Background: an optimization exercise with open tools, aiming at small area and a short achievable clock period. Do not read the settings as production practice. In this exercise RTL edits were held to simulation tests only and were not proved equivalent to the original. Power and IR drop assume default switching activity.

Design execute, start of the top module:
module execute (
    input logic clk,
    input logic rst_n,
    input logic [31:0] instr_addr,  
    input logic [4:0] op_type,  
    input logic [6:0] op_spec,  
    input logic [4:0] rd_ind,  
    input logic [31:0] rs1_dat,  
    input logic [31:0] rs2_dat,  
    input logic [31:0] imm_val,  
    output logic [4:0] e_op_type,
    output logic [6:0] e_op_spec,
    output logic [4:0] e_rd_ind,
    output logic [31:0] e_reg_dat,
    output logic [31:0] e_jmp_addr,
    output logic e_jmp_tk,
    input logic flush,
    output logic [31:0] mem_addr_out,  
    output logic [31:0] mem_dat_out,  
    output logic mem_read_en,  
    output logic mem_write_en,  
    input logic stall_in_bk,  
    input logic stall_in_ft,  
    output logic stall_out_ft  
);
    localparam int K = 12;
    logic t_ar, t_mem, t_br, t_jmp;
    assign t_ar  = (op_type == 5'd0);
    assign t_mem = (op_type == 5'd1);
    assign t_br  = (op_type == 5'd2);
    assign t_jmp = (op_type == 5'd3);
    logic [5:0] sp;
    assign sp = op_spec[5:0];
    logic [31:0] a, b;
    assign a = rs1_dat;
    assign b = op_spec[6] ? imm_val : rs2_dat;
    logic do_sub;
    assign do_sub = t_br | (t_ar & (sp != 6'd0));
    logic [31:0] cb;
    assign cb = t_ar ? b : (t_br ? rs2_dat : imm_val);
    logic [31:0] as;
    logic as_co;
    fadd u_as (.x(a), .y(cb ^ {32{do_sub}}), .ci(do_sub), .s(as), .co(as_co));
    logic ltu, lt, eq;
    assign ltu = ~as_co;
    assign lt  = (a[31] ^ cb[31]) ? a[31] : ltu;
    assign eq  = (as == 32'b0);
    logic [31:0] pc_imm, pc4;
    logic unused_co1, unused_co2;
    radd #(.N(32)) u_pci (.x(instr_addr), .y(imm_val), .ci(1'b0), .s(pc_imm), .co(unused_co1));
  ...
Size: about 7800 cells after synthesis, about 300 I/O pins, ~46000 um^2 of cells after synthesis.
export LEC_CHECK = 0
export ABC_AREA = 1
export CAP_MARGIN = 20
export CORE_MARGIN = 2
export CORE_UTILIZATION = 50
export PLACE_DENSITY = 0.65
export SLEW_MARGIN = 20
export SYNTH_HIERARCHICAL = 1
export SYNTH_MINIMUM_KEEP_SIZE = 0
create_clock -name core_clock -period 110.0 [get_ports {clk}]
standard.sh (not shown) runs the stock make flow with config.mk's settings and CLKGATE_MAP_FILE= SYNTH_SCRIPT=/design/flow/synth_recipe.tcl, a recipe that flattens the netlist after the stock synthesis.
==> flow/flow/run.sh <==
#!/bin/bash
# The standard layout, except that synthesis maps some modules (kept separate by
# SYNTH_HIERARCHICAL) with their own ABC scripts and delay targets:
#   md_rows_hi / md_rows_lo (the multiply/divide array rows before / after the
#   result register): flow/abc_hi.script / flow/abc_lo.script
#   execute (the top module's own logic): flow/abc_top.script
#   fadd (the ALU / address adder): flow/abc_fadd.script
# Every other module uses the standard ABC script.
set -euo pipefail
W=$(pwd)
F=$W/flow
{
  cat <<EOT
proc abc {args} {
  set i [lsearch -exact \$args -script]
  foreach {sel scr} {*md_rows_hi* abc_hi *md_rows_lo* abc_lo execute abc_top fadd abc_fadd} {
    yosys abc {*}[lreplace \$args [expr {\$i + 1}] [expr {\$i + 1}] $F/\$scr.script] \$sel
  }
  yosys abc {*}\$args * *md_rows_hi* %d *md_rows_lo* %d execute %d fadd %d
}
EOT
  cat "$W/synth_recipe.tcl"
} > "$W/synth_split.tcl"
bash "$W/standard.sh" SYNTH_SCRIPT="$W/synth_split.tcl" finish > "$W/flow_make.log" 2>&1
==> flow/flow/abc_fadd.script <==
strash
dch
map -D 3500
topo
stime -c
buffer -c
upsize -c -D 3500
dnsize -c -D 3500
==> flow/flow/abc_hi.script <==
strash
dch
map -D 26000
topo
stime -c
buffer -c
upsize -c -D 26000
dnsize -c -D 26000
==> flow/flow/abc_lo.script <==
strash
dch
map -D 26000
topo
stime -c
buffer -c
upsize -c -D 26000
dnsize -c -D 26000
==> flow/flow/abc_top.script <==
strash
dch
map -D 2000
topo
stime -c
buffer -c
upsize -c -D 2000
dnsize -c -D 2000
Then changed:
--- a/flow/design.v
+++ b/flow/design.v
@@ -193,25 +193,24 @@
     assign acc_out = acc[JL];
 endmodule
 module md_rows_lo #(
     parameter int JH = 0,
     parameter int JL = 0
 ) (
     input  logic           div,
     input  logic [31:0]    acc_in,
     input  logic [31:0]    y,
     input  logic           ci,
     input  logic [JH:JL]   ssel,
     output logic [JH:JL]   q,
-    output logic [31:0]    acc_last,    
     output logic [31:0]    acc_out
 );
     function automatic [31:0] bk32(input [31:0] g, input [31:0] p);
         reg [31:0] G, P;
         integer l, i;
         begin
             G = g;
             P = p;
             for (l = 0; l < 5; l = l + 1)
                 for (i = 0; i < 32; i = i + 1)
                     if (((i + 1) % (1 << (l + 1))) == 0) begin
                         G[i] = G[i] | (P[i] & G[i - (1 << l)]);
@@ -244,25 +243,24 @@
         end else begin : g_1
             assign cin = ci;
         end
         assign co = c[N-1];
         assign sel = div ? (co & ssel[j]) : ssel[j];
         assign q[j] = sel;
         if (j > 0) begin : g_lo
             assign acc[j] = {x ^ ({N{sel}} & (yy ^ cin)), acc[j + 1][j-1:0]};
         end else begin : g_lo0
             assign acc[j] = x ^ ({N{sel}} & (yy ^ cin));
         end
     end
-    assign acc_last = acc[JL + 1];
     assign acc_out = acc[JL];
 endmodule
 module execute (
     input logic clk,
     input logic rst_n,
     input logic [31:0] instr_addr,  
     input logic [4:0] op_type,  
     input logic [6:0] op_spec,  
     input logic [4:0] rd_ind,  
     input logic [31:0] rs1_dat,  
     input logic [31:0] rs2_dat,  
     input logic [31:0] imm_val,  
@@ -440,68 +438,51 @@
         else if (~stall_in_ft) e_q <= e_d;
     end
     logic [4:0] r_op_type, r_rd_ind;
     logic [6:0] r_op_spec;
     logic [31:0] r_f1, r_f2;
     logic r_jmp_tk, r_md;
     logic [31:K] r_q;
     logic [K-1:0] r_ss;
     logic r_div, r_shr, r_sh, r_sra, r_a31, r_nq, r_ci;
     assign {r_op_type, r_op_spec, r_rd_ind, r_f1, r_f2, r_jmp_tk, r_md, r_q, r_ss,
             r_div, r_shr, r_sh, r_sra, r_a31, r_nq, r_ci} = e_q;
     logic [K-1:0] q_lo;
-    logic [31:0] md_x0;
     logic [31:0] md_r;
     md_rows_lo #(.JH(K - 1), .JL(0)) u_md_lo (
         .div(r_div),
         .acc_in(r_f1),
         .y(r_f2),
         .ci(r_ci),
         .ssel(r_ss),
         .q(q_lo),
-        .acc_last(md_x0),
         .acc_out(md_r)
     );
     logic [31:0] md_q;
     assign md_q = {r_q, q_lo};
-    logic [31:0] eb1, eb2, et1, et2;
-    assign eb1 = r_f2;
-    assign eb2 = {r_f2[30:0], r_ci};
-    assign et1[0] = md_x0[0] ^ eb1[0] ^ r_ci;
-    assign et2[0] = md_x0[0] ^ eb2[0] ^ r_ci;
+    logic [31:0] ex, ey, en;
+    assign ex = ~md_r;
+    assign ey = ~r_f2;
+    assign en[0] = (ex[0] ^ ey[0]) ~^ ~r_ci;
     for (genvar i = 1; i < 32; ++i) begin : g_e
-        assign et1[i] = md_x0[i] ^ eb1[i] ^ (md_x0[i - 1] & eb1[i - 1]);
-        assign et2[i] = md_x0[i] ^ eb2[i] ^ (md_x0[i - 1] & eb2[i - 1]);
+        assign en[i] = (ex[i] ^ ey[i]) ~^ (ex[i - 1] | ey[i - 1]);
     end
     logic e;
-    assign e = r_a31 & (q_lo[0] ? (&et2) : (&et1));
-    logic [31:0] qx, qx1, div_res, rem_res, md_rrev, md_res;
+    assign e = r_a31 & (&en);
+    logic [31:0] qx, div_res, rem_res, md_rrev, md_res;
     logic qci;
     assign qx = md_q ^ {32{r_nq}};
     assign qci = r_nq ^ e;
-    logic [31:0] QA [6];
-    assign QA[0] = {qx[30:1], 2'b11};    
-    for (genvar l = 0; l < 5; ++l) begin : g_ql
-        for (genvar i = 0; i < 32; ++i) begin : g_qb
-            if (((i >> l) & 1) == 1 && i > 0) begin : g_m
-                assign QA[l + 1][i] = QA[l][i] & QA[l][((i >> l) << l) - 1];
-            end else begin : g_p
-                assign QA[l + 1][i] = QA[l][i];
-            end
-        end
-    end
-    assign qx1[0] = ~qx[0];
-    for (genvar i = 1; i < 32; ++i) begin : g_qi
-        assign qx1[i] = qx[i] ^ (qx[0] & QA[5][i]);
-    end
+    logic [31:0] qx1;
+    finc u_qc (.x(qx), .ci(1'b1), .s(qx1));
     assign div_res = qci ? qx1 : qx;
     assign rem_res = r_a31 ? (e ? 32'b0 : ~md_r) : md_r;
     for (genvar i = 0; i < 32; ++i) begin : g_rrev
         assign md_rrev[i] = md_r[31 - i] ^ r_sra;
     end
     always_comb begin
         if (r_div) md_res = r_shr ? rem_res : div_res;
         else if (r_sh & r_shr) md_res = md_rrev;
         else md_res = md_r;
     end
     assign e_op_type  = flush ? 5'b0 : r_op_type;
     assign e_op_spec  = flush ? 7'b0 : r_op_spec;
Effect: Cell count stays flat; maximum frequency goes down by 1.1%; wire length grows by 4.9%; register-to-register slack is worse by 0.21 ns; worst setup slack degrades by 0.68 ns; combinational power rose by 25%; die area stays flat; cell area decreases by 0.80%; power grows by 22%; non-clock buffer count is unchanged; sequential power hardly moves; global-route usage is higher by 2.0 points.

* * *

## main
Another version of the RTL of execute (not shown whole).
For scale: ~300 I/O pins.
==> flow/config.mk <==
export PLATFORM = sky130hd
export DESIGN_NAME = execute
export DESIGN_NICKNAME = execute
export VERILOG_FILES = /design/flow/design.v
export SDC_FILE = /design/flow/constraint.sdc
export NUM_CORES = 4
export LEC_CHECK = 0
export ABC_AREA = 1
export CAP_MARGIN = 20
export CORE_MARGIN = 2
export CORE_UTILIZATION = 50
export PLACE_DENSITY = 0.65
export SLEW_MARGIN = 20
export SYNTH_HIERARCHICAL = 1
export SYNTH_MINIMUM_KEEP_SIZE = 0
==> flow/constraint.sdc <==
create_clock -name core_clock -period 110.0 [get_ports {clk}]
set_input_delay 22.0000 -clock core_clock [delete_from_list [all_inputs] [get_ports {clk}]]
set_output_delay 22.0000 -clock core_clock [all_outputs]
set_load 0.01 [all_outputs]
==> flow/flow/run.sh <==
#!/bin/bash
# The standard layout, except that synthesis maps some modules (kept separate by
# SYNTH_HIERARCHICAL) with their own ABC scripts and delay targets:
#   md_rows_hi / md_rows_lo (the multiply/divide array rows before / after the
#   result register): flow/abc_hi.script / flow/abc_lo.script
#   execute (the top module's own logic): flow/abc_top.script
#   fadd (the ALU / address adder): flow/abc_fadd.script
# Every other module uses the standard ABC script.
# Port buffers (one per input and output port, as standard) use buf_1 cells.
set -euo pipefail
W=$(pwd)
F=$W/flow
{
  cat <<EOT
proc abc {args} {
  set i [lsearch -exact \$args -script]
  foreach {sel scr} {*md_rows_hi* abc_hi *md_rows_lo* abc_lo execute abc_top fadd abc_fadd} {
    yosys abc {*}[lreplace \$args [expr {\$i + 1}] [expr {\$i + 1}] $F/\$scr.script] \$sel
  }
  yosys abc {*}\$args * *md_rows_hi* %d *md_rows_lo* %d execute %d fadd %d
}
EOT
  cat "$W/synth_recipe.tcl"
} > "$W/synth_split.tcl"
bash "$W/standard.sh" SYNTH_SCRIPT="$W/synth_split.tcl" "BUFFER_PORTS_ARGS=-buffer_cell sky130_fd_sc_hd__buf_1" finish > "$W/flow_make.log" 2>&1
Scripts as last shown in full above: flow/flow/abc_fadd.script, flow/flow/abc_hi.script, flow/flow/abc_lo.script, flow/flow/abc_top.script
main finished every stage and its layout cleared the timing, DRC and antenna checks.
What the feature branch does differently from main at the input level:
--- a/flow/design.v
+++ b/flow/design.v
@@ -274,21 +274,21 @@
     output logic e_jmp_tk,
     input logic flush,
     output logic [31:0] mem_addr_out,  
     output logic [31:0] mem_dat_out,  
     output logic mem_read_en,  
     output logic mem_write_en,  
     input logic stall_in_bk,  
     input logic stall_in_ft,  
     output logic stall_out_ft  
 );
-    localparam int K = 11;
+    localparam int K = 12;
     logic t_ar, t_mem, t_br, t_jmp;
     assign t_ar  = (op_type == 5'd0);
     assign t_mem = (op_type == 5'd1);
     assign t_br  = (op_type == 5'd2);
     assign t_jmp = (op_type == 5'd3);
     logic [5:0] sp;
     assign sp = op_spec[5:0];
     logic [31:0] a, b;
     assign a = rs1_dat;
     assign b = op_spec[6] ? imm_val : rs2_dat;
- main → the feature branch: share of the cycle needed by the critical path after routing rose by 2.1 points, share of total power in sequential cells went up 0.5 points.
- On the feature branch: total routing resource utilization after global routing is 0.46 points higher than what main gave.
- The feature branch — setup slack 2310 ps lower, main as reference
- There was hardly any difference in sequential cell area between the feature branch and main.
- The estimated power of the feature branch ends up lower than the estimate for main.
- Relative to main, the wire length of the feature branch is higher by 0.76%.
- Across both runs, starting DRC count in detailed routing was lower for the feature branch than for main.
- There was hardly any difference in total placed cells including tap cells between the feature branch and main.
- Sequential cell count came out exactly the same in main and the feature branch.
- Comparing main with the feature branch, the synthesized cell count came out essentially unchanged.
- Taking main as the reference, in the feature branch wire length of the first global-routing pass was more or less identical; count of clock buffers in the final design went down by 2.

-- port drivers added, routing unchanged --
The flow's constraints put no driver on any port. The routed layouts listed below were extracted and timed again, unchanged, in two steps. Step 1 assumes that a clkbuf_16 drives the clock port and a buf_2 every other input. Step 2 adds t to the input delays and takes it off the output delays; t is the mean of the earliest and latest rising clock arrival at the registers after step 1. Input paths then give back, and output paths get back, about the clock's delay inside the block. a / b / c = ideal ports / drivers / drivers and shift; a / b = the first two.
| run | t (ns) | setup WS [ns] | hold WS [ns] |
|---|---|---|---|
| the first run of note 1 | 0.522 | 46.404 / 46.345 / 46.867 | 0.465 / 0.465 / 0.465 |
| the second run of note 1 | 0.557 | 45.727 / 45.659 / 46.216 | 0.464 / 0.464 / 0.464 |
| main | 0.529 | 49.069 / 49.007 / 48.806 | 0.467 / 0.467 / 0.467 |
| the feature branch | 0.531 | 46.756 / 46.703 / 47.234 | 0.465 / 0.465 / 0.465 |
After both steps every run listed still meets setup and hold. The setup slack of main, which loses most, moves by -0.062 ns with the drivers and by -0.263 ns with both steps.
